Background: an optimization exercise with open tools, aiming at small area and a short achievable clock period. Do not read the settings as production practice. RTL that was checked went through simulation tests only; none was proved equivalent to the original. The flow treats the clock pin as an ideal source. Dropping or thinning the clock tree relies on that and would not hold on a real chip. Power is estimated from default activity; no workload was simulated.

==> module module_64_8, before the edit <==
module module_64_8
#(parameter width = 64, parameter depth = 8)
(
    input   clk,
    input   reset_n,
    input   strobe_in,
    input   [width-1:0] input_data,
    input   req_data,
    output  ready,
    output  data_end,
    output  strobe_out,
    output  [7:0] data_out,
    output  [$clog2(depth)-1:0] write_counter
);
localparam aw = $clog2(depth);
reg [width-1:0] mem [depth-1:0];
reg [depth-1:0] rd_ptr;
reg [depth-1:0] rd_sel;
reg [depth-1:0] wr_en;
reg [aw:0] count;
reg        empty;
wire full = count[aw];
wire write = strobe_in && !full;
wire remove;
wire load;
wire [depth-1:0] wr_ptr   = full ? rd_ptr : wr_en;
wire [depth-1:0] wr_ptr_w = {wr_ptr[depth-2:0], wr_ptr[depth-1]};
wire [aw:0] count_w  = remove ? count : count + 1'b1;
wire [aw:0] count_nw = remove ? count - 1'b1 : count;
wire        full_w   = (count_w == depth);
wire        full_nw  = (count_nw == depth);
wire        empty_nw = (count_nw == 0);
assign write_counter = count[aw-1:0];
assign ready = empty;
always @(posedge clk)
begin
    if (!reset_n)
    begin
        count <= 0;
        empty <= 1'b1;
        wr_en <= 1;
    end
    else if (write)
    begin
        count <= count_w;
        empty <= 1'b0;
        wr_en <= full_w ? {depth{1'b0}} : wr_ptr_w;
    end
    else
    begin
        count <= count_nw;
        empty <= empty_nw;
        wr_en <= full_nw ? {depth{1'b0}} : wr_ptr;
    end
end
always @(posedge clk)
begin
    if (!reset_n)
    begin
        rd_ptr <= 1;
        rd_sel <= 0;
    end
    else
    begin
        if (load)
            rd_ptr <= {rd_ptr[depth-2:0], rd_ptr[depth-1]};
        rd_sel <= remove ? rd_ptr : {depth{1'b0}};
    end
end
integer i;
always @(posedge clk)
begin
    for (i = 0; i < depth; i = i + 1)
        if (wr_en[i])
            mem[i] <= input_data;
end
reg [width-1:0] rd_data;
always @*
begin
    rd_data = 0;
    for (i = 0; i < depth; i = i + 1)
        rd_data = rd_data | ({width{rd_sel[i]}} & mem[i]);
end
FSM_out FSM_out_1
(
    .clk        (clk),
    .reset_n    (reset_n),
    .req        (req_data),
    .fifo_empty (empty),
    .fifo_data  (rd_data),
    .remove     (remove),
    .load       (load),
    .strobe_out (strobe_out),
    .data_end   (data_end),
    .data_out   (data_out)
);
endmodule
==> flow/config.mk <==
export PLATFORM = sky130hd
export DESIGN_NAME = module_64_8
export DESIGN_NICKNAME = module_64_8
export VERILOG_FILES = /design/flow/design.v
export SDC_FILE = /design/flow/constraint.sdc
export NUM_CORES = 4
export LEC_CHECK = 0
export CAP_MARGIN = 20
export CORE_MARGIN = 2
export CORE_UTILIZATION = 60
export SETUP_SLACK_MARGIN = 3.2
export SLEW_MARGIN = 20
==> flow/constraint.sdc <==
create_clock -name core_clock -period 5.0 [get_ports {clk}]
set_input_delay 1.0000 -clock core_clock [delete_from_list [all_inputs] [get_ports {clk}]]
set_output_delay 1.0000 -clock core_clock [all_outputs]
set_load 0.01 [all_outputs]
standard.sh (not shown) runs the stock make flow with config.mk's settings and CLKGATE_MAP_FILE= SYNTH_SCRIPT=/design/flow/synth_recipe.tcl, a recipe that flattens the netlist after the stock synthesis.
==> flow/flow/run.sh <==
#!/bin/bash
# The standard ORFS layout with these changes:
# - synthesis maps the logic with an area-oriented ABC script (flow/abc_area.script);
#   everything else in synthesis is the standard synthesis, so the registers are
#   the same cells with the same names;
# - the port buffers are buf_1 cells (instead of the delay cells buffer_ports picks),
#   and timing repair is free to change a cell's footprint;
# - a clock tree of about 30 flip-flops per leaf buffer, whose top is reshaped after
#   CTS (flow/clock_top.tcl) so the clock port drives four first-level buffers.
set -euo pipefail
W=$(pwd)
# ORFS's synth.tcl, with its ABC script replaced by flow/abc_area.script
sed '/^source \$::env(SCRIPTS_DIR)\/synth_preamble.tcl/a set abc_args [lreplace $abc_args 1 1 $::env(MY_ABC_SCRIPT)]\nputs "ABC script: $::env(MY_ABC_SCRIPT)"' \
  "$FLOW_HOME/scripts/synth.tcl" > "$W/area_synth.tcl"
grep -q MY_ABC_SCRIPT "$W/area_synth.tcl"
# The standard flow's synthesis script, sourcing that copy
sed "s#source \$::env(SCRIPTS_DIR)/synth.tcl#source $W/area_synth.tcl#" synth_recipe.tcl > "$W/area_synth_recipe.tcl"
grep -q area_synth.tcl "$W/area_synth_recipe.tcl"
export MY_ABC_SCRIPT="$W/flow/abc_area.script"
bash standard.sh "SYNTH_SCRIPT=$W/area_synth_recipe.tcl" MATCH_CELL_FOOTPRINT=0 \
  "BUFFER_PORTS_ARGS=-buffer_cell sky130_fd_sc_hd__buf_1" \
  "CTS_ARGS=-sink_clustering_enable -repair_clock_nets -buf_list {sky130_fd_sc_hd__clkbuf_16} -sink_clustering_size 30 -sink_clustering_max_diameter 80 -dont_use_dummy_load" \
  "POST_CTS_TCL=$W/flow/clock_top.tcl" \
  finish > standard_flow.log 2>&1
Other scripts of this flow, unchanged in this note and not shown: flow/flow/abc_area.script, flow/flow/clock_top.tcl
Change:
--- a/flow/design.v
+++ b/flow/design.v
@@ -89,19 +89,21 @@
 reg [aw:0] count;
 reg        empty;
 wire full = count[aw];
 wire write = strobe_in && !full;
 wire remove;
 wire load;
-wire [depth-1:0] wr_ptr   = full ? rd_ptr : wr_en;
-wire [depth-1:0] wr_ptr_w = {wr_ptr[depth-2:0], wr_ptr[depth-1]};
-wire [aw:0] count_w  = remove ? count : count + 1'b1;
-wire [aw:0] count_nw = remove ? count - 1'b1 : count;
-wire        full_w   = (count_w == depth);
-wire        full_nw  = (count_nw == depth);
-wire        empty_nw = (count_nw == 0);
+wire [aw:0] count_inc = count + 1'b1;
+wire [aw:0] count_dec = count - 1'b1;
+wire        count_is1 = (count == 1);
+wire        count_is7 = (count == depth - 1);
+wire [aw:0] count_w  = remove ? count : count_inc;
+wire [aw:0] count_nw = remove ? count_dec : count;
+wire        empty_nw = remove ? count_is1 : empty;
+wire [depth-1:0] wr_en_w  = (count_is7 && !remove) ? {depth{1'b0}} : {wr_en[depth-2:0], wr_en[depth-1]};
+wire [depth-1:0] wr_en_nw = wr_en | ({depth{full && remove}} & rd_ptr);
 assign write_counter = count[aw-1:0];
 assign ready = empty;
 always @(posedge clk)
 begin
     if (!reset_n)
     begin
@@ -110,19 +112,19 @@
         wr_en <= 1;
     end
     else if (write)
     begin
         count <= count_w;
         empty <= 1'b0;
-        wr_en <= full_w ? {depth{1'b0}} : wr_ptr_w;
+        wr_en <= wr_en_w;
     end
     else
     begin
         count <= count_nw;
         empty <= empty_nw;
-        wr_en <= full_nw ? {depth{1'b0}} : wr_ptr;
+        wr_en <= wr_en_nw;
     end
 end
 always @(posedge clk)
 begin
     if (!reset_n)
     begin
The new run finished clean.
Setup slack got worse by 0.022 ns.
Hold slack got worse by 0.0044 ns.
Total power rose by 3.4%.
Core utilization fell by 0.45 points.
Sequential cell count is unchanged.
Global-route usage rose by 0.50 points.
Synthesized cell count fell by 0.39%.
Routed wire length rose by 1.2%.
Final area fell by 0.67%.
Sequential share of layout area rose by 0.46 points.
Register-to-register slack improved by 0.07 ns.
Maximum frequency fell by 1.2%.
Die area fell by 0.31%.
The RTL of the second run of this note was laid out without a check of its function.

==> afterwards: timing with drivers on the ports <==
How much do the figures lean on ideal ports? The routed layouts below were timed once more, with nothing changed but the port constraints.
Step 1 assumes that a clkbuf_16 drives the clock port and a buf_2 every other input.
Step 2 also shifts input and output timing later by t, the mid clock arrival at the registers, as if the neighbouring blocks saw the same clock.
Three values: no drivers, after step 1, after step 2; two values: the first two.
run | shift t [ns] | setup slack, ns | hold slack, ns | worst slew at a driven data input, ns
the first run | 0.457 | 3.163 / 3.052 / 3.010 | 0.452 / 0.452 / 0.452 | 0.11
the second run | 0.466 | 3.142 / 3.025 / 2.851 | 0.448 / 0.448 / 0.448 | 0.07
After both steps setup and hold are still met in every run listed. The setup slack of the second run, which loses most, moves by -0.117 ns with the drivers and by -0.291 ns with both steps.
